This design comes from an exercise in tuning for small area on the open sky130 flow, not from production work. Function was checked by simulation only, so behaviour that the tests miss may differ from the original. Power is estimated from default activity; no workload was simulated.

**flow/config.mk**
```make
export PLATFORM = sky130hd
export DESIGN_NAME = tms9900
export DESIGN_NICKNAME = tms9900
export VERILOG_FILES = /design/flow/design.v
export SDC_FILE = /design/flow/constraint.sdc
export NUM_CORES = 4
export LEC_CHECK = 0
export CAP_MARGIN = 0
export CORE_MARGIN = 2
export CORE_UTILIZATION = 45
export PLACE_DENSITY = 0.65
export SLEW_MARGIN = 0
```
**flow/constraint.sdc**
```tcl
create_clock -name core_clock -period 10.0 [get_ports {clk}]
set_input_delay 2.0000 -clock core_clock [delete_from_list [all_inputs] [get_ports {clk}]]
set_output_delay 2.0000 -clock core_clock [all_outputs]
set_load 0.01 [all_outputs]
```
**flow/design.v**
```verilog
module rca9900 #(parameter N = 16) (
	input  [N-1:0] a,
	input  [N-1:0] b,
	input  ci,
	output [N-1:0] s,
	output co
	);
	wire [N:0] c;
	assign c[0] = ci;
	genvar i;
	generate
		for (i = 0; i < N; i = i + 1) begin : bit_
			assign s[i]   = a[i] ^ b[i] ^ c[i];
			assign c[i+1] = (a[i] & b[i]) | (c[i] & (a[i] ^ b[i]));
		end
	endgenerate
	assign co = c[N];
endmodule
module alu9900(
	input [15:0] arg1,
	input [15:0] arg2, 
	input [3:0] ope, 
	input compare,	 
	input adder_sub,	 
	output [15:0] alu_result,
	output alu_logical_gt,
	output alu_arithmetic_gt,
	output alu_flag_zero,
	output alu_flag_carry,
	output alu_flag_overflow,
	output alu_flag_parity,
	output alu_flag_parity_source
	);
	localparam load1=4'h0, load2=4'h1, add =4'h2, sub =4'h3, 
				  abs  =4'h4, aor  =4'h5, aand=4'h6, axor=4'h7,
				  andn =4'h8, coc  =4'h9, czc =4'ha, swpb=4'hb,
				  sla  =4'hc, sra  =4'hd, src =4'he, srl =4'hf;
	wire [15:0] sum;
	wire sum_co;
	wire [15:0] bx = arg2 ^ {16{adder_sub}};
	wire c8, co_h0, co_h1;
	wire [7:0] sum_h0, sum_h1;
	rca9900 #(8) adder_l(.a(arg1[7:0]), .b(bx[7:0]), .ci(adder_sub), .s(sum[7:0]), .co(c8));
	rca9900 #(8) adder_h0(.a(arg1[15:8]), .b(bx[15:8]), .ci(1'b0), .s(sum_h0), .co(co_h0));
	rca9900 #(8) adder_h1(.a(arg1[15:8]), .b(bx[15:8]), .ci(1'b1), .s(sum_h1), .co(co_h1));
	assign sum[15:8] = c8 ? sum_h1 : sum_h0;
	assign sum_co = c8 ? co_h1 : co_h0;
	reg [3:0] tt;
	always @* begin
		case (ope)
			load1:     tt = 4'b1100;	 
			load2:     tt = 4'b1010;	 
			aor:       tt = 4'b1110;
			axor:      tt = 4'b0110;
			andn, coc: tt = 4'b0100;	 
			aand, czc: tt = 4'b1000;	 
			default:   tt = 4'b0000;
		endcase
	end
	wire [15:0] lg = (arg1 & arg2 & {16{tt[3]}}) | (arg1 & ~arg2 & {16{tt[2]}}) |
	                 (~arg1 & arg2 & {16{tt[1]}}) | (~arg1 & ~arg2 & {16{tt[0]}});
	reg [15:0] r;
	reg c16;
	always @* begin
		c16 = 1'b0;
		case (ope)
			add:   begin r = sum; c16 = sum_co; end
			sub:   begin r = sum; c16 = !sum_co; end
			abs:   begin r = arg2[15] ? sum : arg2; c16 = arg2[15] & !sum_co; end
			swpb:  r = { arg2[7:0], arg2[15:8] };
			sla:   begin r = { arg2[14:0], 1'b0 }; c16 = arg2[15]; end
			sra:   begin r = { arg2[15], arg2[15:1] }; c16 = arg2[0]; end
			src:   begin r = { arg2[0], arg2[15:1] }; c16 = arg2[0]; end
			srl:   begin r = { 1'b0, arg2[15:1] }; c16 = arg2[0]; end
			default: r = lg;
		endcase
	end
	assign alu_result = r;
	wire nz = |r;
	assign alu_logical_gt = compare ? (arg2[15] && !arg1[15]) || (arg1[15]==arg2[15] && r[15]) 
											  : nz;
	assign alu_arithmetic_gt = compare ? (!arg2[15] && arg1[15]) || (arg1[15]==arg2[15] && r[15])
											  : (ope == abs) ? arg2[15] == 1'b0 && arg2 != 16'd0
											  : r[15]==1'b0 && nz;
	assign alu_flag_zero = !nz;
	assign alu_flag_carry = (ope == sub) ? !c16 : c16;
	assign alu_flag_overflow = (ope == sla) ? r[15] != arg2[15] :
										(compare || ope==sub || ope==abs) ? (arg1[15] != arg2[15] && r[15] != arg1[15]) : 
																					   (arg1[15] == arg2[15] && r[15] != arg1[15]);
	assign alu_flag_parity = ^r[15:8];
	assign alu_flag_parity_source = ^arg2[15:8];
endmodule
module tms9900(
    input clk, 
    input reset,
    output [15:0] addr_out,
    input  [15:0] data_in,
    output [15:0] data_out,
    output reg rd,
    output reg wr,
    output reg rd_now,
    input  cache_hit,
    input  use_ready,
    input  ready,
    output reg iaq,
    output reg as,
    input  int_req,
    input [3:0] ic03,
    output reg int_ack,
    input  cruin,
    output reg cruout,
    output cruclk,
    input  hold,
    output reg holda,
    input [7:0] waits,
    output reg stuck,
    output [15:0] ir_out,
    output [15:0] pc_ir_out,
    output [15:0] pc_ir_out2     
);
localparam 	
    do_pc_read=7'd0,
    do_alu_read=7'd1,
    do_fetch=7'd73,
    do_fetch0=7'd2,
    do_decode=7'd3,
    do_branch=7'd4,
    do_stuck=7'd5,
    do_read0=7'd6,
    do_read1=7'd7,
    do_read2=7'd8,
    do_read3=7'd9,
    do_write=7'd10,
    do_write0=7'd11,
    do_write1=7'd12,
    do_write2=7'd13,
    do_write3=7'd14,
    do_ir_imm=7'd15,
    do_lwpi_limi=7'd76,
    do_load_imm=7'd74,
    do_load_imm5=7'd75,
    do_read_operand0=7'd16,
    do_read_operand1=7'd77,
    do_read_operand2=7'd78,
    do_read_operand3=7'd17,
    do_read_operand4=7'd79,
    do_read_operand5=7'd18,
    do_alu_write=7'd19,
    do_dual_op=7'd115,
    do_dual_op1=7'd116,
    do_dual_op2=7'd72,
    do_dual_op3=7'd20,
    do_source_address0=7'd21,
    do_source_address1=7'd87,
    do_source_address2=7'd88,
    do_source_address3=7'd89,
    do_source_address4=7'd90,
    do_source_address5=7'd22,
    do_source_address6=7'd91,
    do_branch_b_bl=7'd112,
    do_x_instruction=7'd93,
    do_x_write0=7'd23,
    do_x_fetch=7'd24,
    do_single_op_writeback=7'd86,
    do_rtwp0=7'd25,
    do_rtwp1=7'd80,
    do_rtwp2=7'd81,
    do_rtwp3=7'd82,
    do_shifts0=7'd26,
    do_shifts1=7'd83,
    do_shifts2=7'd84,
    do_shifts3=7'd27,
    do_shifts4=7'd28,
    do_blwp00=7'd29,
    do_blwp0=7'd64,
    do_blwp_xop=7'd68,
    do_blwp1=7'd65,
    do_blwp2=7'd66,
    do_blwp3=7'd67,
    do_single_bit_cru0=7'd85,
    do_single_bit_cru1=7'd30,
    do_single_bit_cru2=7'd31,
    do_ext_instructions=7'd32,
    do_store_instructions=7'd33,
    do_coc_czc_etc0=7'd113,
    do_coc_czc_etc1=7'd114,
    do_coc_czc_etc2=7'd69,
    do_coc_czc_etc3=7'd34,
    do_xop=7'd120,
    do_ldcr0=7'd117,
    do_ldcr00=7'd35,
    do_ldcr1=7'd118,
    do_ldcr2=7'd36,
    do_ldcr3=7'd37,
    do_ldcr4=7'd38,
    do_ldcr5=7'd39,
    do_stcr0=7'd119,
    do_stcr6=7'd40,
    do_stcr7=7'd92,
    do_stcr_delay0=7'd41,
    do_stcr_delay1=7'd42,
    do_idle_wait=7'd43,
    do_mul_store0=7'd44,
    do_mul_store1=7'd45,
    do_mul_store2=7'd46,
    do_div0=7'd47,
    do_div1=7'd70,
    do_div2=7'd48,
    do_div3=7'd49,
    do_div4=7'd50,
    do_div5=7'd71,
    do_process_branch=7'd51,
    do_mul0=7'd52,
    do_mul1=7'd53,
    do_mul2=7'd54,
    do_mul3=7'd55,
    do_mul4=7'd56 ;
localparam fetch_sub1=2'd1, fetch_sub2=2'd2, fetch_sub3=3'd3;
localparam 
        alu_load1=4'h0, alu_load2=4'h1, alu_add =4'h2, alu_sub =4'h3, 
        alu_abs  =4'h4, alu_aor  =4'h5, alu_aand=4'h6, alu_axor=4'h7,
        alu_andn =4'h8, alu_coc  =4'h9, alu_czc =4'ha, alu_swpb=4'hb,
        alu_sla  =4'hc, alu_sra  =4'hd, alu_src =4'he, alu_srl =4'hf;
reg  [15:0] arg1;
reg  [15:0] arg2;
reg  [3:0]  ope;
wire [15:0] alu_result;
wire alu_logical_gt, alu_arithmetic_gt;
wire alu_flag_zero, alu_flag_carry, alu_flag_overflow;
wire alu_flag_parity, alu_flag_parity_source;
reg alu_compare;
reg [15:0] addr;     
assign addr_out = addr;
assign data_out = wr_dat;
reg operand_word;
reg  [15:0] read_byte_aligner;
reg  [15:0] ea, rd_dat;
reg  [15:0] st, pc, w;
reg cruclk_internal;
reg i_am_xop;
reg [6:0] cpu_state;
reg [5:0] cpu_state_next;            
reg [3:0] cpu_state_operand_return;  
reg read_to_arg2, set_ea_from_alu, set_dual_op_flags;
reg [15:0] wr_dat;
reg set_int_priority;
reg [15:0] reg_t, reg_t2;
reg [7:0] delay_count;
function [7:0] dec8;
    input [7:0] a;
    integer i;
    reg b;
    begin
        b = 1'b1;
        for (i = 0; i < 8; i = i + 1) begin
            dec8[i] = a[i] ^ b;
            b = b & ~a[i];
        end
    end
endfunction
reg [1:0] fetch_substate;
reg add_to_pc;
reg [15:0] ir;
reg [4:0] shift_count;
wire [4:0] shift_count_dec;
rca9900 #(5) shift_count_sub(.a(shift_count), .b(5'h1F), .ci(1'b0), .s(shift_count_dec), .co());
wire [3:0] ic03_dec;
rca9900 #(4) ic03_sub(.a(ic03), .b(4'hF), .ci(1'b0), .s(ic03_dec), .co());
wire ic03_le_mask;   
rca9900 #(4) ic03_cmp(.a(st[3:0]), .b(~ic03), .ci(1'b1), .s(), .co(ic03_le_mask));
reg [15:0] pc_ir, pc_ir2;   
reg executing_x;
assign ir_out = ir;
assign pc_ir_out = pc_ir;
assign pc_ir_out2 = pc_ir2;
localparam [7:0] cru_delay_spec = 8'h02;
reg mult_top_bit;
reg mul_carry;
assign cruclk = cruclk_internal;
always @(operand_word, rd_dat, ea)
begin
    if (operand_word)
        read_byte_aligner <= rd_dat;
    else begin
        if(ea[0] == 1'b0 )
            read_byte_aligner <= { rd_dat[15:8], 8'h00 };
        else    
            read_byte_aligner <= { rd_dat[7:0], 8'h00 };
    end
end
wire [15:0] dest_reg_addr;
wire dest_c;
wire [15:0] pc_offset = (cpu_state == do_branch) ? { {7{ir[7]}}, ir[7:0], 1'b0 } : 16'h0002;
wire [15:0] pc_sum;
rca9900 #(16) pc_adder(.a(pc), .b(pc_offset), .ci(1'b0), .s(pc_sum), .co());
rca9900 #(4) dest_adder(.a(w[4:1]), .b(ir[9:6]), .ci(1'b0), .s(dest_reg_addr[4:1]), .co(dest_c));
rca9900 #(11) dest_inc(.a(w[15:5]), .b(11'd0), .ci(dest_c), .s(dest_reg_addr[15:5]), .co());
assign dest_reg_addr[0] = w[0];
reg [5:0] operand_mode;
reg mpy_div_done;
reg mpy_div_start;
reg mpy_op;   
reg [3:0] md_count;
reg md_step;
wire [3:0] md_count_dec;
rca9900 #(4) md_count_sub(.a(md_count), .b(4'hF), .ci(1'b0), .s(md_count_dec), .co());
reg md_top;      
wire md_div_ok = md_top | alu_flag_carry;
wire [15:0] md_rem = md_div_ok ? alu_result : arg1;
wire md_do_step = !mpy_div_start && !mpy_div_done && md_step;
always @(posedge clk)
begin : mpy_div
    if (mpy_div_start == 1'b1) begin
        mpy_div_done <= 1'b0;
        md_count <= 4'b0000;
        md_step <= 1'b1;
    end else if (!mpy_div_done) begin
        if (md_step) begin
            md_count <= md_count_dec;
        end else begin
            if (md_count == 4'b0000)
                mpy_div_done <= 1'b1;
        end
        md_step <= !md_step;
    end
end
wire byte_to_high = !ea[0] || (cpu_state != do_stcr7 && operand_mode[5:4] == 2'b00);
wire [15:0] byte_merge = byte_to_high ? { alu_result[15:8], rd_dat[7:0] } : { rd_dat[15:8], alu_result[15:8] };
reg mpy_run;     
wire [3:0] ope_eff = (mpy_run && !wr_dat[0]) ? alu_load1 : ope;
alu9900 alu(
    .arg1(arg1), .arg2(arg2), .ope(ope_eff), .adder_sub(ope != alu_add), .alu_result(alu_result),
    .compare(alu_compare),
    .alu_logical_gt(alu_logical_gt), .alu_arithmetic_gt(alu_arithmetic_gt),
    .alu_flag_zero(alu_flag_zero), .alu_flag_carry(alu_flag_carry),
    .alu_flag_overflow(alu_flag_overflow), 
    .alu_flag_parity(alu_flag_parity), .alu_flag_parity_source(alu_flag_parity_source)
    );
always @(posedge clk)
begin
    if (reset == 1'b1) begin
        st <= 16'h0000;   
        pc <= 16'h1234;   
        w <= 16'h0000;    
        stuck <= 1'b0;
        mpy_run <= 1'b0;
        rd <= 1'b0;
        wr <= 1'b0;
        cruclk_internal <= 1'b0;
        cruout <= 1'b0;
        i_am_xop <= 1'b0;
        arg2 <= 16'h0000;
        ope <= alu_load2;
        cpu_state <= do_blwp00;
        delay_count = 0;
        holda <= hold;    
        set_int_priority <= 1'b0;
        int_ack <= 1'b0;
        iaq <= 1'b0;
        rd_now <= 1'b0;
        as <= 1'b0;
        read_to_arg2 <= 1'b0;
        set_ea_from_alu <= 1'b0;
        set_dual_op_flags <= 1'b0;
        add_to_pc = 1'b0;
    end else begin
        add_to_pc = 0;
        if (set_ea_from_alu) begin
            ea <= alu_result;
            set_ea_from_alu <= 0;
        end
        if (set_dual_op_flags)  
        begin
            set_dual_op_flags <= 0;
            st[15] <= alu_logical_gt;
            st[14] <= alu_arithmetic_gt;
            st[13] <= alu_flag_zero;
            if (ir[15:13] == 3'b101 || ir[15:13] == 3'b011) begin
                st[12] <= alu_flag_carry;
                st[11] <= alu_flag_overflow;
            end 	
            if (!operand_word) begin
                if (ir[15:13] == 3'b100 || ir[15:13] == 3'b110)
                    st[10] <= alu_flag_parity_source;	 
                else
                    st[10] <= alu_flag_parity;
            end 
        end    
        case(cpu_state)
			do_pc_read: begin
				    addr <= pc;
					add_to_pc = 1'b1;
					as <= 1'b1;
					rd <= 1'b1;
					cpu_state <= do_read0;
                end
            do_alu_read: begin
                    addr <= alu_result;
                    as <= 1'b1;
                    rd <= 1'b1;
                    cpu_state <= do_read0;
                end
			do_read0: begin
					cpu_state <= do_read1;
					delay_count = waits;	 
					as <= 1'b0;
                end
			do_read1: begin
					if (cache_hit == 1'b1) begin
                        delay_count = 0;
                        cpu_state <= { 1'b1, cpu_state_next };
                        rd <= 1'b0;
                        rd_dat <= data_in;
                        if (read_to_arg2) begin
                            arg2 <= data_in;
                            read_to_arg2 <= 1'b0;
                        end
                    end else begin
                        if ((use_ready==1'b0 && delay_count == 8'd0) || (ready == 1'b1)) begin
                            delay_count = 8'd0;
                            cpu_state <= do_read3;   
                            rd_now <= 1'b1;                            
                        end
                    end
                end
			do_read2: begin
					cpu_state <= do_read3;
					rd_now <= 1'b1;	 
                end
			do_read3: begin
                    cpu_state <= { 1'b1, cpu_state_next };
                    rd <= 1'b0;
                    rd_dat <= data_in;
                    rd_now <= 1'b0;
                    if (read_to_arg2) begin
                        arg2 <= data_in;
                        read_to_arg2 <= 1'b0;
                    end
                end
            do_write:
                begin
                    addr <= ea;
                    as <= 1'b1;
                    wr <= 1'b1;
                    cpu_state <= do_write0;
                end
            do_alu_write: begin
                addr <= alu_result;						
                as <= 1'b1;
                wr <= 1'b1;
                cpu_state <= do_write0;
                end
            do_write0:
                begin 
                    cpu_state <= do_write1; 
                    as <= 1'b0;
                    if (waits[7:1] == 7'd0)
                        delay_count = 7'd0;  
                    else
                        delay_count = waits;
                end
            do_write1:  begin   
                    if ((use_ready == 1'b0 && delay_count == 8'd0) || ready == 1'b1) begin
                        delay_count = 8'd0;
                        cpu_state <= do_write2;
                    end
                end
            do_write2:  cpu_state <= do_write3;
            do_write3:  begin
                    cpu_state <= { 1'b1, cpu_state_next };
                    wr <= 1'b0;
                end
            do_fetch: begin
                    if (hold == 1'b1)
                        holda <= 1'b1;
                    else begin
                        holda <= 1'b0;
                        i_am_xop <= 1'b0;
                        if (int_req == 1'b1 && ic03_le_mask) begin
                            set_int_priority <= 1'b1;
                            arg2 <= { 10'b00_0000_0000, ic03, 2'b00 };
                            ope <= alu_load2;
                            cpu_state <= do_blwp00;
                            int_ack <= 1'b1;
                        end else begin
                            iaq <= 1'b1;
                            addr <= pc;
                            add_to_pc = 1'b1;
                            as <= 1'b1;
                            rd <= 1'b1;
                            cpu_state <= do_fetch0;
                            fetch_substate <= fetch_sub1;
                        end
                    end
                end
            do_fetch0: begin
                    cpu_state <= do_decode;
                    as <= 1'b0;
                    delay_count = waits;
                    executing_x <= 1'b0;
                end
            do_decode: begin
                    if ((fetch_substate == fetch_sub1 && cache_hit==1) || fetch_substate==fetch_sub3) begin
                        if (!executing_x)
                            ir = data_in;						 
                        delay_count = 8'd0;
                        rd_now <= 0;
                        rd <= 0;
                        pc_ir2 <= pc_ir;                     
                        pc_ir <= pc;						 
                        operand_word <= 1;			 
                        iaq <= 0;
                        arg1 <= { 1'b0, w };
                        arg2 <= { 11'b0000_0000_000, ir[3:0], 1'b0 };
                        ope <= alu_add;	 
                        operand_mode <= ir[5:0]; 
                        alu_compare <= 0;
                        if (ir[15:13] == 3'b101 ||  
                            ir[15:13] == 3'b100 ||  
                            ir[15:13] == 3'b011 ||  
                            ir[15:13] == 3'b111 ||  
                            ir[15:13] == 3'b010 ||  
                            ir[15:13] == 3'b110) begin  
                            operand_word <= !ir[12];
                            cpu_state <= do_alu_read;
                            if (ir[5:4] == 2'b00) begin 
                                cpu_state_next <= do_dual_op[5:0];	 
                                set_ea_from_alu <= 1;
                            end else begin
                                cpu_state_next <= do_read_operand1[5:0];	 
                                cpu_state_operand_return <= do_dual_op[3:0];
                            end
                        end else if (ir[15:12] == 4'b0001
                             && ir[11:8] != 4'hD && ir[11:8] != 4'hE && ir[11:8] != 4'hF)
                                cpu_state <= do_branch; 
                        else if(ir[15:10] == 6'b000010) begin  
                            shift_count <= { 1'b0, ir[7:4] };
                            cpu_state <= do_shifts0;
                        end else if (ir == 16'h0380) begin  
                            arg1 <= { 1'b0, w };
                            arg2 <= { 11'b0000_0000_000, 4'hD, 1'b0 };   
                            ope <= alu_add;	
                            cpu_state <= do_rtwp0;
                        end else if (ir[15:8] == 8'h1D  ||  
                                ir[15:8] == 8'h1E  ||  
                                ir[15:8] == 8'h1F)   
                        begin
                            arg1 <= w;
                            arg2 <= { 11'b0000_0000_000, 4'hC, 1'b0 };
                            ope <= alu_add;
                            cpu_state <= do_alu_read;	 
                            cpu_state_next <= do_single_bit_cru0[5:0];
                        end else if (ir == 16'h0340 || ir == 16'h0360 || ir == 16'h03C0 || ir == 16'h03A0 || ir == 16'h03E0)
                        begin
                            cpu_state <= do_ext_instructions;
                        end else if(ir[15:4] == 12'h02c || ir[15:4] == 12'h02a)  
                            cpu_state <= do_store_instructions;
                        else if (ir[15:13] == 3'b001 && ir[12:10] != 3'b100 && ir[12:10] != 3'b101) begin
                            if (ir[12:10] == 3'b011) begin  
                                cpu_state <= do_source_address0;
                                cpu_state_operand_return <= do_xop[3:0];
                            end else begin
                                cpu_state <= do_read_operand0;
                                cpu_state_operand_return <= do_coc_czc_etc0[3:0];
                            end
                        end else if (ir[15:11] == 5'b00110) begin  
                            if (ir[9:6] == 4'b1000 || (ir[9] == 0 && ir[8:6] != 3'b000))
                                operand_word <= 0;
                            if (ir[10] == 0) begin
                                cpu_state <= do_read_operand0;
                                cpu_state_operand_return <= do_ldcr0[3:0];	 
                            end else begin
                                cpu_state <= do_source_address0;
                                cpu_state_operand_return <= do_stcr0[3:0];	 
                            end
                        end else if (ir[15:4] == 12'h020 || ir[15:4] == 12'h022 ||  
                                     ir[15:4] == 12'h024 || ir[15:4] == 12'h026 ||  
                                    ir[15:4] == 12'h028) begin 							 
                                set_ea_from_alu <= 1;
                                cpu_state <= do_pc_read;
                                cpu_state_next <= do_load_imm[5:0];
                        end else if (ir[15:9] == 7'b000_0001 && ir[4:0] == 5'b00000)
                                cpu_state <= do_ir_imm;
                        else if (ir[15:10] == 6'b00_0001) begin 
                            operand_word <= 1;
                            if (ir[5:4] == 2'b00) 
                                cpu_state <= do_branch_b_bl;
                            else begin 
                                cpu_state <= do_source_address0;
                                cpu_state_operand_return <= do_branch_b_bl[3:0];
                            end
                        end else begin
                            cpu_state <= do_stuck;		 
                        end
                    end else begin
                        case (fetch_substate)  
                            fetch_sub1: begin 
                                if ((use_ready == 1'b0 && delay_count == 8'd0) || ready == 1'b1) 
                                    fetch_substate <= fetch_sub2; 
                            end
                            fetch_sub2: begin rd_now <= 1; fetch_substate <= fetch_sub3; end
                        endcase
                    end
                end
            do_x_instruction: begin
                    ir              = rd_dat;  
                    fetch_substate  <= fetch_sub3;
                    cpu_state       <= do_decode;
                    executing_x     <= 1'b1;
                end
            do_single_op_writeback: begin
                    if (ope != alu_swpb) begin
                        st[15] <= alu_logical_gt;
                        st[14] <= alu_arithmetic_gt;
                        st[13] <= alu_flag_zero;
                        if (ope == alu_add || ope == alu_sub || ope == alu_abs) begin
                            st[12] <= alu_flag_carry;
                            st[11] <= alu_flag_overflow;
                        end
                        if (ope == alu_abs)
                            st[12] <= 0;			 
                    end 
                    cpu_state <= do_write0; addr <= ea; wr_dat <= alu_result; as <= 1; wr <= 1;
                    cpu_state_next <= do_fetch[5:0];
                end
            do_branch_b_bl: begin
                case (ir[9:6]) 
                    4'b0001: begin  
                        pc <= alu_result;	 
                        cpu_state <= do_fetch;
                        end
                    4'b1010: begin  
                        pc <= alu_result;	 
                        wr_dat <= pc;		 
                        arg1 <= { 1'b0, w };
                        arg2 <= 16'h0016;	 
                        ope <= alu_add;
                        cpu_state <= do_alu_write;
                        cpu_state_next <= do_fetch[5:0];
                        end
                    4'b0011: begin  
                        wr_dat <= 16'h0000;
                        cpu_state <= do_alu_write;
                        cpu_state_next <= do_fetch[5:0];
                        end
                    4'b1100: begin  
                        wr_dat <= 16'hFFFF;
                        cpu_state <= do_alu_write;
                        cpu_state_next <= do_fetch[5:0];
                        end
                    4'b0101: begin  
                        ea <= alu_result;	 
                        read_to_arg2 <= 1;
                        cpu_state_next <= do_single_op_writeback[5:0];
                        cpu_state <= do_read0; addr <= alu_result; as <= 1; rd <= 1; 
                        arg1 <= 17'hFFFF;
                        ope <= alu_axor;
                        end
                    4'b0100: begin  
                        ea <= alu_result;	 
                        read_to_arg2 <= 1;
                        cpu_state_next <= do_single_op_writeback[5:0];
                        cpu_state <= do_read0; addr <= alu_result; as <= 1; rd <= 1; 
                        arg1 <= 17'h0000;
                        ope <= alu_sub;
                        end
                    4'b1101: begin  
                        ea <= alu_result;	 
                        read_to_arg2 <= 1;
                        cpu_state_next <= do_single_op_writeback[5:0];
                        cpu_state <= do_read0; addr <= alu_result; as <= 1; rd <= 1; 
                        arg1 <= 17'h0000;
                        ope <= alu_abs;
                        end
                    4'b1011: begin   
                        ea <= alu_result;	 
                        read_to_arg2 <= 1;
                        cpu_state_next <= do_single_op_writeback[5:0];
                        cpu_state <= do_read0; addr <= alu_result; as <= 1; rd <= 1; 
                        arg1 <= 17'h0000;
                        ope <= alu_swpb;
                        end
                    4'b0110: begin  
                        ea <= alu_result;	 
                        read_to_arg2 <= 1;
                        cpu_state_next <= do_single_op_writeback[5:0];
                        cpu_state <= do_read0; addr <= alu_result; as <= 1; rd <= 1; 
                        arg1 <= 17'h0001;
                        ope <= alu_add;
                        end
                    4'b0111: begin   
                        ea <= alu_result;	 
                        read_to_arg2 <= 1;
                        cpu_state_next <= do_single_op_writeback[5:0];
                        cpu_state <= do_read0; addr <= alu_result; as <= 1; rd <= 1; 
                        arg1 <= 17'h0002;
                        ope <= alu_add;
                        end
                    4'b1000: begin  
                        ea <= alu_result;	 
                        read_to_arg2 <= 1;
                        cpu_state_next <= do_single_op_writeback[5:0];
                        cpu_state <= do_read0; addr <= alu_result; as <= 1; rd <= 1; 
                        arg1 <= 17'hFFFF;	 
                        ope <= alu_add;
                        end
                    4'b1001: begin  
                        ea <= alu_result;	 
                        read_to_arg2 <= 1;
                        cpu_state_next <= do_single_op_writeback[5:0];
                        cpu_state <= do_read0; addr <= alu_result; as <= 1; rd <= 1; 
                        arg1 <= 17'hFFFE;	 
                        ope <= alu_add;
                        end
                    4'b0010: begin  
                        ea <= alu_result;
                        cpu_state_next <= do_x_instruction[5:0];
                        addr <= alu_result; as <= 1; rd <= 1; cpu_state <= do_read0;
                        end
                    4'b0000:  
                        cpu_state <= do_blwp00;
                    default: 
                        cpu_state <= do_stuck;
                    endcase
                end
            do_branch: begin
                    cpu_state <= do_process_branch;  
                    case (ir[11 : 8])
                        4'b0000: begin add_to_pc=1; end	 
                        4'b0001: begin if (st[14]==0 && st[13]==0) add_to_pc = 1; end  
                        4'b0010: begin if (st[15]==0 || st[13]==1) add_to_pc = 1; end  
                        4'b0011: begin if (             st[13]==1) add_to_pc = 1; end  
                        4'b0100: begin if (st[15]==1 || st[13]==1) add_to_pc = 1; end  
                        4'b0101: begin if (             st[14]==1) add_to_pc = 1; end  
                        4'b0110: begin if (             st[13]==0) add_to_pc = 1; end  
                        4'b0111: begin if (             st[12]==0) add_to_pc = 1; end  
                        4'b1000: begin if (             st[12]==1) add_to_pc = 1; end  
                        4'b1001: begin if (             st[11]==0) add_to_pc = 1; end  
                        4'b1010: begin if (st[15]==0 && st[13]==0) add_to_pc = 1; end  
                        4'b1011: begin if (st[15]==1 && st[13]==0) add_to_pc = 1; end  
                        4'b1100: begin if (             st[10]==1) add_to_pc = 1; end  
                        default: cpu_state <= do_stuck;
                    endcase
                end
                do_process_branch: cpu_state <= do_fetch;
            do_ir_imm: begin
                    if (ir[8:5] == 4'b0111 || ir[8:5] == 4'b1000) begin	 
                        cpu_state <= do_pc_read;
                        cpu_state_next <= do_lwpi_limi[5:0];
                    end else begin
                        cpu_state <= do_stuck;
                    end
                end
            do_lwpi_limi: begin	
                    cpu_state <= do_fetch;
                    if (ir[8 : 5] == 4'b0111)
                        w <= rd_dat;	 
                    else
                        st[3 : 0] <= rd_dat[3 : 0];	 
                end
            do_load_imm: begin  
                    arg1 <= rd_dat;
                    if (ir[7:4] == 4'h0) begin
                        cpu_state <= do_load_imm5;
                        ope <= alu_load1;  
                    end else begin
                        read_to_arg2 <= 1;	 
                        addr <= ea; as <= 1; rd <= 1; cpu_state <= do_read0;	
                        case (ir[7:4] )
                            4'h0: ope <= alu_load1;  
                            4'h2: ope <= alu_add;	  
                            4'h4: ope <= alu_aand;	  
                            4'h6: ope <= alu_aor;	  
                            4'h8: begin ope <= alu_sub; alu_compare <= 1; end  
                            default:    cpu_state <= do_stuck;
                        endcase		
                        cpu_state_next <= do_load_imm5[5:0];
                    end 
                end
            do_load_imm5: begin 
                    st[15] <= alu_logical_gt;
                    st[14] <= alu_arithmetic_gt;
                    st[13] <= alu_flag_zero;
                    if (ope == alu_add ) begin
                        st[12] <= alu_flag_carry;
                        st[11] <= alu_flag_overflow;
                    end
                    if (alu_compare == 0) begin
                        wr_dat <= alu_result;	
                        cpu_state <= do_write;
                        cpu_state_next <= do_fetch[5:0];
                    end else begin
                        cpu_state <= do_fetch;
                    end
                end
            do_dual_op: begin
                    reg_t2 <= read_byte_aligner;
                    cpu_state <= do_source_address0;
                    cpu_state_operand_return <= do_dual_op1[3:0];
                    operand_mode <= ir[11:6];
                    if (ir[11:10]== 2'b00 && operand_word) begin  
                        ea <= dest_reg_addr;
                        if (ir[15:13] == 3'b110 && operand_word) begin
                            cpu_state <= do_dual_op2;
                        end else begin	 
                            addr <= dest_reg_addr; as <= 1; rd <= 1; cpu_state <= do_read0; 
                            cpu_state_next <= do_dual_op2[5:0];
                        end
                    end
                end
            do_dual_op1: begin
                    ea <= alu_result;	 
                    if (ir[15:13] == 3'b110 && operand_word) begin
                        cpu_state <= do_dual_op2;
                    end else begin
                        addr <= alu_result; as <= 1; rd <= 1; cpu_state <= do_read0; 
                        cpu_state_next <= do_dual_op2[5:0];
                    end
                end
            do_dual_op2: begin
                    if (ir[15:13] == 3'b110) begin
                        arg1 <= { 1'b0, 16'h0000 };	 
                    end else begin
                        arg1 <= { 1'b0, read_byte_aligner };
                    end
                    arg2 <= reg_t2;
                    cpu_state <= do_dual_op3;
                    alu_compare <= 0;
                    case (ir[15:13])
                        3'b101: ope <= alu_add;  
                        3'b100: begin ope <= alu_sub; alu_compare <= 1; end  
                        3'b011: ope <= alu_sub;  
                        3'b111: ope <= alu_aor;
                        3'b010: ope <= alu_andn;
                        3'b110: ope <= alu_load2;	 
                        default: cpu_state <= do_stuck;
                    endcase
                    set_dual_op_flags <= 1;	 
                end
            do_dual_op3: begin
                    if (ir[15:13] == 3'b100)
                        cpu_state <= do_fetch;	 
                    else begin
                        if (operand_word) begin
                            wr_dat <= alu_result;
                        end else begin
                            wr_dat <= byte_merge;
                        end
                        cpu_state_next <= do_fetch[5:0];
                        addr <= ea; wr <= 1; as <= 1; cpu_state <= do_write0;  
                    end
                end
            do_blwp00: begin
                    holda <= 1'b0;
                    ea <= alu_result;
                    arg1 <= { 1'b0, 16'h0002 };
                    arg2 <= alu_result;
                    ope <= alu_add;
                    addr <= alu_result;
                    as <= 1'b1;
                    rd <= 1'b1;
                    cpu_state <= do_read0;
                    cpu_state_next <= do_blwp0[5:0];
                end
            do_blwp0: begin 
                    ea <= alu_result;
                    reg_t <= rd_dat;
                    arg1  <= rd_dat;
                    if (!i_am_xop) begin
                        arg2 <= { 11'b0000_0000_000, 4'hD, 1'b0 };
                        cpu_state_next <= do_blwp1[5:0];
                    end else begin
                        arg2 <= { 11'b0000_0000_000, 4'hB, 1'b0 };
                        cpu_state_next <= do_blwp_xop[5:0];  
                    end
                    ope <= alu_add;
                    addr <= alu_result; as <= 1'b1; rd <= 1'b1; cpu_state <= do_read0;
                    int_ack <= 1'b0;  
                end
            do_blwp_xop: begin
					wr_dat <= reg_t2;				 
					ea     <= alu_result;
					arg1   <= 16'h0004;			 
					arg2   <= alu_result;		 
					cpu_state 	   <= do_write;  
					cpu_state_next <= do_blwp1[5:0];						
                end 
            do_blwp1: begin
                    wr_dat <= w;
                    ea     <= alu_result;
                    arg1   <= 16'h0002;
                    arg2   <= alu_result;		 
                    cpu_state 	    <= do_write;  
                    cpu_state_next <= do_blwp2[5:0];
                end
            do_blwp2:    
                begin
                    wr_dat <= pc;
                    ea <= alu_result;
                    arg2 <= alu_result;
                    cpu_state      <= do_write;
                    cpu_state_next <= do_blwp3[5:0];
                end
            do_blwp3:
                begin 
                    wr_dat <= st;
                    ea <= alu_result;
                    arg2 <= alu_result;
                    cpu_state <= do_write;
                    cpu_state_next <= do_fetch[5:0];
                    if (set_int_priority) begin
                        st[3:0] <= ic03_dec;
                        set_int_priority <= 1'b0;
                    end
                    pc <= rd_dat;
                    w  <= reg_t;
                    if(i_am_xop)
                        st[9] <= 1'b1;
                end
            do_rtwp0: begin
                    ea <= alu_result;		 
                    arg1 <= { 1'b0, 16'h0002 };
                    arg2 <= alu_result;
                    ope <= alu_add;
                    addr <= alu_result; as <= 1; rd <= 1; cpu_state <= do_read0;
                    cpu_state_next <= do_rtwp1[5:0];
                end
            do_rtwp1: begin
                    w <= rd_dat;			 
                    ea <= alu_result;		 
                    arg2 <= alu_result;	 
                    addr <= alu_result; as <= 1; rd <= 1; cpu_state <= do_read0;
                    cpu_state_next <= do_rtwp2[5:0];
                end
            do_rtwp2: begin
                    pc <= rd_dat;			 
                    ea <= alu_result;		 
                    addr <= alu_result; as <= 1; rd <= 1; cpu_state <= do_read0;
                    cpu_state_next <= do_rtwp3[5:0];
                end
            do_rtwp3: begin
                    st <= rd_dat;			 
                    cpu_state <= do_fetch;
                end
            do_shifts0: begin
                    ea <= alu_result;	 
                    if (shift_count == 5'b00000) begin
                        arg1 <= { 1'b0, w };
                        arg2 <= 16'h0000;
                        ope <= alu_add;
                        cpu_state <= do_alu_read;
                        cpu_state_next <= do_shifts1[5:0];
                    end else begin
                        addr <= alu_result; as <= 1; rd <= 1; cpu_state <= do_read0;
                        cpu_state_next <= do_shifts2[5:0];
                    end
                end
            do_shifts1: begin
                    shift_count <= { rd_dat[3:0] == 4'h0 ? 1'b1 : 1'b0, rd_dat[3:0]};
                    addr <= ea; as <= 1; rd <= 1; cpu_state <= do_read0;
                    cpu_state_next <= do_shifts2[5:0];
                end
            do_shifts2: begin 
                    arg2 <= rd_dat;
                    case (ir[9 : 8]) 
                        2'b00: ope <= alu_sra;
                        2'b01: ope <= alu_srl;
                        2'b10: begin ope <= alu_sla; st[11] <= 0; end	 
                        2'b11: ope <= alu_src;
                    endcase
                    cpu_state <= do_shifts3;
                end
            do_shifts3: begin 	 
                    arg2 <= alu_result;
                    st[15] <= alu_logical_gt;
                    st[14] <= alu_arithmetic_gt;
                    st[13] <= alu_flag_zero;
                    st[12] <= alu_flag_carry;
                    if (ir[9 : 8] == 2'b10 && alu_flag_overflow==1)
                        st[11] <= 1;
                    if (shift_count == 5'b00001) begin 
                        ope <= alu_load2;				 
                        cpu_state <= do_shifts4;	 
                    end else begin
                        cpu_state <= do_shifts3;	 
                    end
                    shift_count <= shift_count_dec;
                end
            do_shifts4: begin
                    wr_dat <= alu_result;
                    cpu_state <= do_write;
                    cpu_state_next <= do_fetch[5:0];
                end
            do_ext_instructions: begin
                    if (ir == 16'h0360)
                        st[3:0] <= 16'h0000;   
                    addr[15:13] <= rd_dat[7:5];
                    delay_count = cru_delay_spec;	 
                    cpu_state <= do_single_bit_cru2;  
                    if (ir == 16'h0340)
                        cpu_state <= do_idle_wait;  
                end
            do_idle_wait: begin
                    if (delay_count != 8'b0000_0000) 
                        cruclk_internal <= 1;
                    else begin
                        cruclk_internal <= 0;
                        if (int_req == 1 && ic03 == st[3:0])	 
                            cpu_state <= do_fetch;
                    end
                end
            do_single_bit_cru0: begin
                    arg1 <= { 1'b0,  
                        ir[7], ir[7], ir[7], ir[7], ir[7], ir[7], ir[7], 
                        ir[7:0],  1'b0
                        } ;
                    arg2 <= rd_dat;
                    ope <= alu_add;
                    cpu_state <= do_single_bit_cru1;
                end
            do_single_bit_cru1: begin
                    addr <= { 3'b000, alu_result[12:1], 1'b0 };
                    cruout <= ir[8];  
                    cpu_state <= do_single_bit_cru2;
                    delay_count = cru_delay_spec;  
                end
            do_single_bit_cru2: begin
                    if (ir[15:8] != 8'h1F) begin  
                        cruclk_internal <= 1;
                    end
                    if (delay_count == 8'b0000_0000) begin
                        cpu_state <= do_fetch;
                        cruclk_internal <= 0;		 
                        if (ir[15:8] == 8'h1F)  
                            st[13] <= cruin;	 
                    end
                end                
            do_store_instructions: begin  
                    wr_dat <= (ir[6:5] == 2'b10) ? st : w;
                    cpu_state <= do_alu_write;
                    cpu_state_next <= do_fetch[5:0];
                end
            do_coc_czc_etc0: begin
                    reg_t <= rd_dat;	 
                    operand_mode <= { 2'b00 , ir[9:6]};	 
                    cpu_state <= do_source_address0;			 
                    cpu_state_operand_return <= do_coc_czc_etc1[3:0];
                end
            do_coc_czc_etc1: begin
                    ea <= alu_result;	 
                    addr <= alu_result; as <= 1; rd <= 1; cpu_state <= do_read0;
                    cpu_state_next <= do_coc_czc_etc2[5:0];
                end
            do_coc_czc_etc2: begin
                    arg1 <= { 1'b0, reg_t };		 
                    arg2 <= rd_dat;	 
                    cpu_state <= do_stuck;
                    case (ir[12 : 10])
                        3'b000: begin  
                            ope <= alu_coc;
                            cpu_state <= do_coc_czc_etc3;
                            end
                        3'b001: begin  
                            ope <= alu_czc;
                            cpu_state <= do_coc_czc_etc3;
                            end
                        3'b010: begin  
                            ope <= alu_axor;
                            cpu_state <= do_coc_czc_etc3;
                            end
                        3'b110: begin  
                                cpu_state <= do_mul0;  
                            end
                        3'b111: begin  
                            arg1 <= { 1'b0, rd_dat };
                            arg2 <= reg_t;
                            ope <= alu_sub;		 
                            cpu_state <= do_div0;
                            end
                        default:  
                            cpu_state <= do_stuck;
                    endcase
                end
            do_coc_czc_etc3: begin
                    st[13] <= alu_flag_zero;
                    if (ir[12 : 11] == 2'b00) begin
                        cpu_state <= do_fetch;			 
                    end else if (ir[12 : 11] == 2'b01) begin  
                        st[15] <= alu_logical_gt;
                        st[14] <= alu_arithmetic_gt;
                        wr_dat <= alu_result;
                        cpu_state <= do_write;
                        cpu_state_next <= do_fetch[5:0];
                    end else begin
                        cpu_state <= do_stuck;
                    end
                end
            do_mul0: begin  
                    mpy_div_start <= 1'b1;
                    mpy_op <= 1'b1;
                    mpy_run <= 1'b1;
                    arg1 <= 16'h0000;
                    arg2 <= reg_t;
                    ope <= alu_add;
                    wr_dat <= rd_dat;
                    cpu_state <= do_div2;     
                end
            do_div0: begin  
                    st[11] <= 0;  
                    if ((reg_t[15]==0 && rd_dat[15]==1) || (reg_t[15] == rd_dat[15] && alu_result[15]==0)) begin
                        st[11] <= 1;	  
                        cpu_state <= do_fetch;	 
                    end else begin
                        reg_t2 <= rd_dat;    
                        arg1 <= 17'h0002;
                        arg2 <= ea;
                        ope <= alu_add;
                        cpu_state <= do_alu_read;
                        cpu_state_next <= do_div1[5:0];  
                    end
                end
            do_div1: begin 
                    mpy_div_start <= 1'b1;
                    mpy_op <= 1'b0;
                    arg1 <= { reg_t2[14:0], rd_dat[15] };
                    md_top <= reg_t2[15];
                    arg2 <= reg_t;
                    ope <= alu_sub;
                    wr_dat <= rd_dat;
                    cpu_state <= do_div2;            
                end 
            do_div2: begin 
                mpy_div_start <= 1'b0; 
                if (md_do_step) begin
                    if (mpy_op) begin
                        arg1 <= { alu_flag_carry, alu_result[15:1] };
                        wr_dat <= { alu_result[0], wr_dat[15:1] };
                    end else begin
                        reg_t2 <= md_rem;
                        arg1 <= { md_rem[14:0], wr_dat[14] };
                        md_top <= md_rem[15];
                        wr_dat <= { wr_dat[14:0], md_div_ok };
                    end
                end
                if(mpy_div_done && !mpy_div_start) 
                begin
                    cpu_state <= do_div4;
                    mpy_run <= 1'b0;
                end
            end
            do_div4: begin
                    if (mpy_op) begin
                        wr_dat <= arg1;      
                        reg_t2 <= wr_dat;    
                    end
                    arg1 <= 17'h0002;
                    arg2 <= ea;
                    ope <= alu_add;
                    cpu_state <= do_write;
                    cpu_state_next <= do_div5[5:0]; 
                end
            do_div5: begin
                    wr_dat <= reg_t2;
                    ea <= alu_result;
                    cpu_state <= do_write;
                    cpu_state_next <= do_fetch[5:0];
                end
            do_xop: begin
                    reg_t2 <= alu_result;	 
                    arg1 <= 17'h0040;
                    arg2 <= { 8'h00, 2'b00, ir[9:6], 2'b00 };	 
                    ope <= alu_add;
                    cpu_state <= do_blwp00;
                    i_am_xop <= 1;
                end
            do_ldcr0: begin	
                    reg_t <= read_byte_aligner;	 
                    arg1 <= { 1'b0, read_byte_aligner };
                    ope <= alu_load1;
                    cpu_state <= do_ldcr00;
                end
            do_ldcr00: begin
                    st[15] <= alu_logical_gt;
                    st[14] <= alu_arithmetic_gt;
                    st[13] <= alu_flag_zero;
                    if (!operand_word)
                        st[10] <= alu_flag_parity;
                    operand_mode <= 6'b001100;	 
                    cpu_state <= do_read_operand0;
                    cpu_state_operand_return <= do_ldcr1[3:0];
                end
            do_stcr0: begin
                    reg_t <= operand_word ? 16'h0001 : 16'h0100;
                    wr_dat <= 16'h0000;	 
                    reg_t2 <= alu_result;		 
                    operand_mode <= 6'b001100;	 
                    cpu_state <= do_read_operand0;
                    cpu_state_operand_return <= do_ldcr1[3:0];
                end
            do_ldcr1: begin
                    ea <= rd_dat;
                    shift_count <= { ir[9:6] == 4'b0000 ? 1'b1 : 1'b0, ir[9 : 6] };
                    cpu_state <= do_ldcr2;
                end
            do_ldcr2: begin
                    arg2 <= reg_t;
                    if (ir[10] == 0) begin
                        ope <= alu_srl;	 
                        cpu_state <= do_ldcr3;							
                    end else begin
                        ope <= alu_sla;	 
                        cpu_state <= do_stcr_delay0;  
                    end
                    addr <= { 3'b000, ea[12 : 1], 1'b0 };  
                end
            do_stcr_delay0: cpu_state <= do_stcr_delay1;
            do_stcr_delay1: cpu_state <= do_ldcr3;
            do_ldcr3: begin
                    if (ir[10] == 0) begin	 
                        cpu_state <= do_ldcr4;
                        if (operand_word)
                            cruout <= alu_flag_carry;
                        else
                            cruout <= alu_result[7];	 
                    end else begin
                        if (cruin == 1)
                            wr_dat <= wr_dat | reg_t;	
                        cpu_state <= do_ldcr5;	 
                    end
                    reg_t <= alu_result;				 
                    arg1 <= 17'h0002;
                    arg2 <= ea;
                    ope <= alu_add;
                    delay_count = cru_delay_spec;  
                end
            do_ldcr4: begin
                    cruclk_internal <= 1;
                    cpu_state <= do_ldcr5;
                end
            do_ldcr5: begin
                    if (delay_count == 8'b0000_0000) begin
                        ea <= alu_result;
                        cruclk_internal <= 0;
                        if (shift_count == 5'b00001) begin
                            if (ir[10] == 0) 
                                cpu_state <= do_fetch;		 
                            else
                                cpu_state <= do_stcr6;		 
                        end else begin
                            cpu_state <= do_ldcr2;
                        end
                        shift_count <= shift_count_dec;
                    end
                end
            do_stcr6: begin
                    st[15 : 12] <= 4'b0010;
                    if (wr_dat != 16'h0000) 
                        st[15:13] <= { 1'b1, !wr_dat[15], 1'b0 };
                    ea <= reg_t2;
                    addr <= reg_t2; as <= 1; rd <= 1; cpu_state <= do_read0;
                    cpu_state_next <= do_stcr7[5:0];
                    arg2 <= wr_dat;
                    ope <= alu_load2;
                end
            do_stcr7: begin
                    if (!operand_word) begin
                        wr_dat <= byte_merge;
                    end 
                    cpu_state_next <= do_fetch[5:0];
                    cpu_state <= do_write;
                end
            do_source_address0: begin
                    arg1 <= { 1'b0, w };
                    arg2 <= { 11'b0000_0000_000, operand_mode[3:0], 1'b0 };
                    ope <= alu_add;	 
                    case (operand_mode[5:4])
                        2'b00 : 
                            cpu_state <= { 3'b111, cpu_state_operand_return };	 
                        2'b01 : begin  
                            cpu_state <= do_alu_read;
                            cpu_state_next <= do_source_address1[5:0];
                            end
                        2'b10 : begin  
                            cpu_state <= do_pc_read;
                            if (operand_mode[3:0] == 4'b0000)
                                cpu_state_next <= do_source_address1[5:0];	 
                            else
                                cpu_state_next <= do_source_address2[5:0];	 
                            end
                        2'b11 : begin  
                            cpu_state <= do_alu_read;
                            cpu_state_next <= do_source_address4[5:0];
                            end
                        default: cpu_state <= do_stuck;
                    endcase
                end
		    do_source_address1: begin
                arg2 <= rd_dat;
                ope  <= alu_load2;
                cpu_state <= { 3'b111, cpu_state_operand_return };
                end
            do_source_address2: begin
                reg_t <= rd_dat;
                cpu_state <= do_alu_read;
                cpu_state_next <= do_source_address3[5:0];
                end
            do_source_address3: begin
                arg1 <= { 1'b0, rd_dat };	 
                arg2 <= reg_t;		 
                ope <= alu_add;
                cpu_state <= { 3'b111, cpu_state_operand_return };
                end
            do_source_address4: begin	 
                reg_t <= rd_dat;	 
                arg1 <= { 1'b0, rd_dat };
                arg2 <= operand_word ? 16'h0002 : 16'h0001;
                ope <= alu_add;
                ea <= alu_result;	 
                cpu_state <= do_source_address5;
                end
            do_source_address5: begin
                wr_dat <= alu_result; addr <= ea; as <= 1; wr <= 1; cpu_state <= do_write0;
                cpu_state_next <= do_source_address6[5:0];
                end
            do_source_address6: begin
                arg2 <= reg_t;
                ope <= alu_load2;
                cpu_state <= { 3'b111, cpu_state_operand_return };
                end
            do_read_operand0: begin
                    arg1 <= { 1'b0, w };
                    arg2 <= { 11'b0000_0000_00, operand_mode[3:0], 1'b0 };
                    ope <= alu_add;	 
                    cpu_state <= do_alu_read;	 
                    cpu_state_next <= do_read_operand1[5:0];
                end
            do_read_operand1: begin
                    case (operand_mode[5:4])
                    2'b00: begin
                        ea <= alu_result;  
                        cpu_state <= { 3'b111, cpu_state_operand_return };
                        end
                    2'b01: begin
                        ea <= rd_dat;
                        addr <= rd_dat; as <= 1; rd <= 1; cpu_state <= do_read0;
                        cpu_state_next <= { 2'b11, cpu_state_operand_return };
                        end
                    2'b10: begin
                        reg_t <= rd_dat;	 
                        cpu_state <= do_pc_read;
                        cpu_state_next <= do_read_operand2[5:0];
                        end
                    2'b11: begin
                        reg_t <= rd_dat;		 
                        ea <= alu_result;		 
                        arg1 <= { 1'b0, rd_dat };
                        arg2 <= operand_word ? 16'h0002 : 16'h0001;
                        ope <= alu_add;		 
                        cpu_state <= do_read_operand3;
                        end
                    default: 
                        cpu_state <= do_stuck;	 
                    endcase
                end
            do_read_operand2: begin
                    if (operand_mode[3:0] == 4'b0000) begin
                        ea <= rd_dat;
                        addr <= rd_dat; as <= 1; rd <= 1; cpu_state <= do_read0;
                        cpu_state_next <= { 2'b11, cpu_state_operand_return };
                    end else begin
                        arg1 <= { 1'b0, rd_dat };
                        arg2 <= reg_t;
                        ope <= alu_add;
                        cpu_state <= do_read_operand5;
                    end
                end
            do_read_operand3: begin
                    wr_dat <= alu_result;
                    addr <= ea; as <= 1; wr <= 1; cpu_state <= do_write0;
                    cpu_state_next <= do_read_operand4[5:0];
                end
            do_read_operand4: begin
                    ea <= reg_t;
                    addr <= reg_t; as <= 1; rd <= 1; cpu_state <= do_read0;
                    cpu_state_next <= { 2'b11, cpu_state_operand_return };
                end
            do_read_operand5: begin
                    ea <= alu_result;
                    addr <= alu_result; as <= 1; rd <= 1; cpu_state <= do_read0;
                    cpu_state_next <= { 2'b11, cpu_state_operand_return }; 	 
                end
            default:
                begin
                    stuck <= 1'b1;
                    holda <= hold;    
                end
        endcase
        if (delay_count)
            delay_count = dec8(delay_count);
        if (add_to_pc) 
            pc <= pc_sum;
    end
end
endmodule
```
**flow/flow/run.sh**
```bash
#!/bin/bash
# The standard layout, with a small buffer (buf_1) instead of the default on every
# input and output port. Every tool's output goes to standard_flow.log here; ORFS's
# own per-step logs stay under orfs/logs/.
set -euo pipefail
export BUFFER_PORTS_ARGS="-buffer_cell sky130_fd_sc_hd__buf_1"
bash standard.sh "BUFFER_PORTS_ARGS=-buffer_cell sky130_fd_sc_hd__buf_1" finish > standard_flow.log 2>&1
```
**flow/standard.sh**
```bash
#!/bin/bash
# synth_recipe.tcl (not shown) runs the flow's synth.tcl, then flattens the netlist and writes it again
# the make line also repeats each setting of config.mk as NAME=value (left out here)
make -C /OpenROAD-flow-scripts/flow DESIGN_CONFIG=/design/flow/config.mk WORK_HOME=/design/flow/orfs CLKGATE_MAP_FILE= SYNTH_SCRIPT=/design/flow/synth_recipe.tcl "${@:-finish}"
```
==> qor.txt, run 1 <==
Clk latency of the worst-skew pair: 580 ps
# setup viols final: 0
Library cells used by synthesis: 117
Worst EP arrival: 9250 ps
Most numerous cell in the Yosys netlist: nand2_1
Async set-reset flop share out of synthesis: 0%
DP HPWL: 119.9 mm
Leading area contributor after synthesis: edfxtp_1
FF+latch count, synth: 294
DRT iter0 DRCs: 6,781
Worst Path Class, Setup: register to register
Drt drc: 0
Status: failed layout checks
Number of nets in the layout: 3,228
Reg clk slew, reported paths: 60 ps
Crit Path Max Fanout: 15
Post-synthesis sequential area ratio: 31.07%
Max H-tree Level: 2
GR Util All Layers: 54.83%
First-pass GRT wire length: 221.2 mm
Area growth from synthesis to layout: 10.48%
CTS Buf Count: 37
Worst hold endpoint: pc_ir2[10]
Initial antenna violation count: 13
Die span in x: 240.0 microns
Top Ports: 126
Remaining Overflow, GRT: 0
Routed len/inst: 41.85 microns
Worst-case hold slack: 448.5 ps
Maxcap violations: 2
Unrepaired setup endpoints after global routing: false
GP Congestion: 1.179
Final max-slew violation count: 1
Root Buffer: clkbuf_16
Largest net degree at the start of global routing: 65
Via density: 8.048
Post-CTS Setup Bufs: 0
Setup TNS: 0 ps
Highest ir drop seen on vdd: 0.0002501 V
Clock Sinks: 294
Power per standard cell area: 283.8 mW/mm^2
Met3 Track Usage GR: 31.29%
Pre-CTS setup slack: 1256 ps
Top FF cell, synth: edfxtp_1
Fin worst setup slack: 1186 ps
Slew headroom: -1.347%
Vias in the first global route: 28.09k
Layout cells sized above 1: 9.997%
Hold path cells: 0
Slowest cell on crit path: fa_1
R2R depth: 33
Layout Skew: 28.31 ps
Required time worst endpoint: 10,440 ps
Yosys warning count: 2
Initial Util: 45.49%
M2 GR Usage: 72.89%
Met1 Usage GRT: 66.41%
Post-Syn Area: 0.02506 sq mm
Tot Pwr: 7.859 mW
ANT nets after route: 0
Die height: 240.0 microns
Routed WL: 162.6 mm
Clock tree from TritonCTS: done
Die area: 0.05759 sq mm
FMAX: 113.5 MHz
Leak pwr: 9.863 nW
Core Area: 0.05509 sq mm
Post-synth EDFFs: 190
Critical path's most frequent cell: fa_1
Row count: 86
Syn_nets: 3,181
Global route hottest layer: met2
Critical path capture point type: register
R2r setup slk: 1190 ps
Synth top area cells: edfxtp_1, dfxtp_1, nand2_1, nor2_1, a21oi_1
Clk buf depth: 3
Commonest cells in the netlist: nand2_1, nor2_1, a21oi_1
Via Count: 31.27k
Final Hold Violating Endpoints: 0
Startpoint class of the critical path: register
Worst hold path class: register to register
PortBufs: 125
Top-area cell type share of the netlist area: 22.77%
Post-Synthesis Cells: 3,058
Hold Path Origin: pc_ir[10]
Worst r2r src: ope[2]
Hold buffer count at cts: 0
Fill count: 5,363
Crit share post-route: 88.14%
Fin crit period: 8814 ps
Post-CTS sizing: 0
DRT Pass-1 Iters: 14
Blocking Checks: max-capacitance violations, max-slew violations
Slowest stage delay, CP: 460 ps
Worst-margin pin slew: 1520 ps
Crit Reg-Reg Endpoint: st[10]
Avg Inst Size Synth: 8.195 sq um
==> final cells by class <==
cell class              count  area (sq um)  area share, %
diodes                      7         17.52        0.06327
clock buffers              53          1069          3.859
clock inverters            12         130.1         0.4700
inverters                 109         409.1          1.478
multi-input cells        2388         15740          56.83
flip-flops and latches    294          7792          28.14
well taps                 748         935.9          3.380
repair buffers            275          1599          5.775
==> critical path: cells and delay by family (launching register included) <==
kind                       cells  cell delay [ps]
xor gates and xnor gates       2              350
muxes                          2              440
adders and majority gates     15             5180
and+or+nand+nor                6             1080
DFF                            1              450
buffers and inverters          4              370
AOI/OAI and AO/OA              4              800
==> cells by family after synthesis <==
group,synth area share [%]
xor+xnor,1.503
fa+ha+maj,5.242
flops,31.07
mux,3.275
simple gates,22.33
compound gates,29.88
buf+inv,6.700
==> report_power, final <==
| group | internal [mW] | total, mW | switching (mW) |
|---|---|---|---|
| clock network | 0.797 | 1.39 | 0.595 |
| logic | 1.29 | 4.57 | 3.28 |
| registers | 1.58 | 1.90 | 0.317 |
==> placed cells by master (no fill, tap or decap), drive strengths merged, types with 72 or more instances in the layout <==
cell type | netlist | layout
inv | 105 | 105
nor3 | 87 | 87
a22oi | 72 | 72
nor2 | 298 | 298
o21ai | 220 | 220
edfxtp | 190 | 190
buf | 100 | 274
dfxtp | 104 | 104
nand2 | 352 | 352
a221oi | 78 | 78
a21oi | 200 | 200
==> routing by layer <==
layer	share of wire [%]	wire, microns
met5	0.36	588
met4	9.1	14740
met3	19	30280
met2	37	60770
met1	35	56260
==> stage by stage <==
| step | utilization [%] | instance area (sq um) | instances |
|---|---|---|---|
| floorplan | - | 25060 | 3058 |
| global placement | 48.03 | 26460 | 3814 |
| detailed placement | 48.05 | 26470 | 3814 |
| CTS | 50.22 | 27670 | 3879 |
| global route | 50.23 | 27670 | 3880 |
| finish | 50.26 | 27690 | 3886 |
==> how the worst max path moves through the flow <==
stage	startpoint	endpoint	slack [ps]
2_1_floorplan	ope[3]	reg_t2[0]	450
3_3_place_gp	ope[2]	st[10]	1170
3_5_place_dp	ope[2]	st[10]	1260
4_1_cts	ope[2]	st[10]	1210
5_1_grt	ope[2]	st[10]	750
6_report	ope[2]	st[10]	1190
==> registers in the layout (all words and copies together) (netlist names), 5 cells and up <==
name / flops
addr: 16
arg1: 16
arg2: 16
cpu_state: 7
cpu_state_next: 6
delay_count: 8
ea: 16
ir: 16
operand_mode: 6
pc: 16
pc_ir: 16
pc_ir2: 16
rd_dat: 16
reg_t: 16
reg_t2: 16
shift_count: 5
st: 16
w: 16
wr_dat: 16
==> inputs of run 2 (changes only) <==
--- a/flow/config.mk
+++ b/flow/config.mk
@@ -7,3 +7,3 @@
 export LEC_CHECK = 0
-export CAP_MARGIN = 0
+export CAP_MARGIN = 20
 export CORE_MARGIN = 2
@@ -11,2 +11,2 @@
 export PLACE_DENSITY = 0.65
-export SLEW_MARGIN = 0
+export SLEW_MARGIN = 20
==> run 2 against run 1 <==
Net effect:
- the run now finishes clean
- flip-flop and latch count did not move
- via count is 0.16% lower
- non-clock buffer count is 4 higher
- core utilization is 0.35 points higher
- clock-buffer cell count decreased by 1
- sequential power hardly changed
- largest cell class unchanged
==> qor.txt, run 2 <==
Status: complete, no violations
XOR/XNOR Fraction of Synth Area: 1.503% (unchanged)
Pre-CTS setup slack: 1229 ps (-27.73 ps)
Largest net degree at the start of global routing: 65 (unchanged)
FF+latch count, synth: 294 (unchanged)
Top-area cell type share of the netlist area: 22.77% (unchanged)
Die area: 0.05759 sq mm (unchanged)
Final max-slew violation count: 0 (-1)
Final core utilization: 50.61% (+0.35 points)
Worst-case hold slack: 449.2 ps (+0.7660 ps)
Routed WL: 161.9 mm (-0.48%)
Yosys warning count: 2 (unchanged)
Metal1 wirelength: 56.86 mm (+1.1%)
Met2 wire len: 60.33 mm (-0.73%)
Root Buffer: clkbuf_16
Row count: 86 (unchanged)
Vias in the first global route: 28.19k (+0.36%)
Leak pwr: 9.946 nW (+0.85%)
Startpoint class of the critical path: register
Die span in x: 240.0 microns (unchanged)
Clk buf depth: 3 (unchanged)
Synth Area in Compound Gates: 29.88% (unchanged)
Via density: 8.014 (-0.41%)
Top Metal Used: met5
Post-CTS sizing: 0 (unchanged)
Highest ir drop seen on vdd: 0.0002601 V (+4.0%)
Leading area contributor after synthesis: edfxtp_1
Max H-tree Level: 2 (unchanged)
Core Area: 0.05509 sq mm (unchanged)
Top FF cell, synth: edfxtp_1
Post-CTS Setup Bufs: 0 (unchanged)
Post-Synthesis Cells: 3,058 (unchanged)
Post-synth EDFFs: 190 (unchanged)
Maxcap violations: 0 (-2)
Remaining Overflow, GRT: 0 (unchanged)
Crit Path Max Fanout: 15 (unchanged)
FMAX: 111.8 MHz (-1.5%)
Internal: 3.796 mW (+3.5%)
Clock tree from TritonCTS: done
Initial Util: 45.49% (unchanged)
GR Util All Layers: 54.72% (-0.11 points)
Syn_nets: 3,181 (unchanged)
DRT iter0 DRCs: 6,808 (+0.40%)
Initial antenna violation count: 11 (-2)
Number of nets in the layout: 3,232 (+0.12%)
GP Congestion: 1.179 (unchanged)
Sw frac: 52.39% (-0.97 points)
Drt drc: 0 (unchanged)
Worst Path Class, Setup: register to register
Met3 routed WL: 29.85 mm (-1.4%)
Crit share post-route: 89.46% (+1.3 points)
Fin crit period: 8946 ps (+131.7 ps)
# setup viols final: 0 (unchanged)
Via Count: 31.22k (-0.16%)
Worst EP arrival: 9390 ps (+140 ps)
Async set-reset flop share out of synthesis: 0% (unchanged)
Clk latency of the worst-skew pair: 590 ps (about the same)
Routed len/inst: 41.54 microns (-0.73%)
Placement Cell Area: 0.02647 sq mm (about the same)
Main combinational cell family by area after synthesis: compound AO/OA/AOI/OAI gates
Final Hold Violating Endpoints: 0 (unchanged)
Share of power burned in registers: 23.8% (-0.3 points)
Slew headroom: 5.757% (+7.1 points)
First-pass GRT wire length: 220.9 mm (-0.13%)
Synth top area cells: edfxtp_1, dfxtp_1, nand2_1, nor2_1, a21oi_1
Hold buffer count at cts: 0 (unchanged)
Non-Filler Instances: 3,896 (+0.26%)
Most numerous cell in the Yosys netlist: nand2_1
Post-synthesis adder-cell area fraction: 5.242% (unchanged)
Slowest cell on crit path: fa_1
Worst hold path class: register to register
DRT Pass-1 Iters: 14 (unchanged)
Critical path's most frequent cell: fa_1
Post-synthesis mux area share: 3.275% (unchanged)
Tot Pwr: 7.972 mW (+1.4%)
Unrepaired setup endpoints after global routing: false
DP HPWL: 119.8 mm (about the same)
Required time worst endpoint: 10,440 ps (about the same)
Setup TNS: 0 ps (unchanged)
Part of the power in combinational logic: 57.1% (-1.1 points)
Clock Sinks: 294 (unchanged)
Worst-margin pin slew: 1411 ps (-109.6 ps)
Top Ports: 126 (unchanged)
NetSw: 4.176 mW (-0.42%)
Reg clk slew, reported paths: 60 ps (about the same)
Fin worst setup slack: 1054 ps (-131.7 ps)
Slowest stage delay, CP: 470 ps (about the same)
Avg Inst Size Synth: 8.195 sq um (unchanged)
Area growth from synthesis to layout: 11.25%
Critical path capture point type: register
Most frequent cells in the layout: nand2_1, nor2_1, a21oi_1
Die height: 240.0 microns (unchanged)
Simple-Gate Fraction of Synth Area: 22.33% (unchanged)
Post-Syn Area: 0.02506 sq mm (unchanged)
Commonest cells in the netlist: nand2_1, nor2_1, a21oi_1
Power per standard cell area: 285.9 mW/mm^2 (+0.73%)
Layout cells sized above 1: 10.26% (+0.26 points)
Library cells used by synthesis: 117 (unchanged)
Commonest non-fill, non-tap cell in the layout: nand2_1
Inst Count DP: 3,814 (unchanged)
Clock power share: 19.1% (+1.4 points)
PortBufs: 125 (unchanged)
CTS Buf Count: 37 (unchanged)
ANT nets after route: 0 (unchanged)
Final instance area: 0.02788 sq mm (+0.70%)
Layout Skew: 24.37 ps (-3.935 ps)
Post-synthesis sequential area ratio: 31.07% (unchanged)
==> run 2: cell counts after synthesis <==
Identical to the previous run, type by type.
==> run 2: cell type report <==
class / instances / area [sq um]
clock buffers: 52 / 1044
diodes: 10 / 25.02
multi-input cells: 2388 / 15750
fillers: 5288 / 27210
flip-flops and latches: 294 / 7792
inverters: 109 / 409.1
repair buffers: 279 / 1637
well taps: 748 / 935.9
clock inverters: 16 / 285.3
==> run 2: logic make-up after synthesis <==
group	after synthesis
buffers and inverters	376
AOI/OAI and AO/OA	1061
muxes	80
xor gates and xnor gates	43
adders and majority gates	87
and+or+nand+nor	1117
DFF	294
==> run 2: critical path, delay by kind of cell (launching register included) <==
family | cells | cell delay (ps)
AND/OR/NAND/NOR | 6 | 1150
multiplexers | 2 | 430
AO/OA/AOI/OAI | 4 | 820
flip-flops | 1 | 460
buffers and inverters | 4 | 370
XOR/XNOR | 2 | 360
adder cells (fa/ha/maj) | 15 | 5170
==> run 2: final timing paths <==
path / startpoint / endpoint / slack (ps) / cells after the start
setup / recovery: ope[2] / st[10] / 1050 / 33
hold / removal: pc_ir[5] / pc_ir2[5] / 450 / 0
setup reg to reg: ope[2] / st[10] / 1050 / 33
hold reg to reg: pc_ir[5] / pc_ir2[5] / 450 / 0
==> run 2: power groups by stage <==
stage | logic, mW | registers (mW) | clock network (mW)
after floorplan | 2.53 | 1.73 | 0
after global placement | 4.10 | 1.87 | 0
after detailed placement | 4.14 | 1.88 | 0
after CTS | 4.16 | 1.85 | 1.51
after global routing | 4.55 | 1.89 | 1.55
final | 4.55 | 1.89 | 1.53
==> run 2: per-layer routing <==
layer,vias up,track usage [%]
met5,-,3.030
met4,14,35.20
met3,1016,31.99
met2,3515,72.07
met1,14770,66.56
li1,11910,-

[what the ideal ports hide]
The results above use ideal ports. As a check the final layouts listed here were re-extracted and re-timed, cells and wires unchanged. Step 1: set_driving_cell puts a clkbuf_16 on clk and a buf_2 on each other input, an assumption about the parent block. Step 2 times the ports against the registers' clock, not the clock port: input delays grow and output delays shrink by t, the midpoint of the rising clock arrivals with the driver on. Slacks: ideal ports / drivers / drivers and shift; pairs: ideal ports / drivers.
run	t (ns)	setup slack, ns	slew at the worst register clock pin (ns)	worst slew at a driven data input, ns
run 1	0.639	1.186 / 1.186 / 1.186	0.07 / 0.07	0.04
run 2	0.639	1.054 / 1.054 / 1.054	0.07 / 0.07	0.04
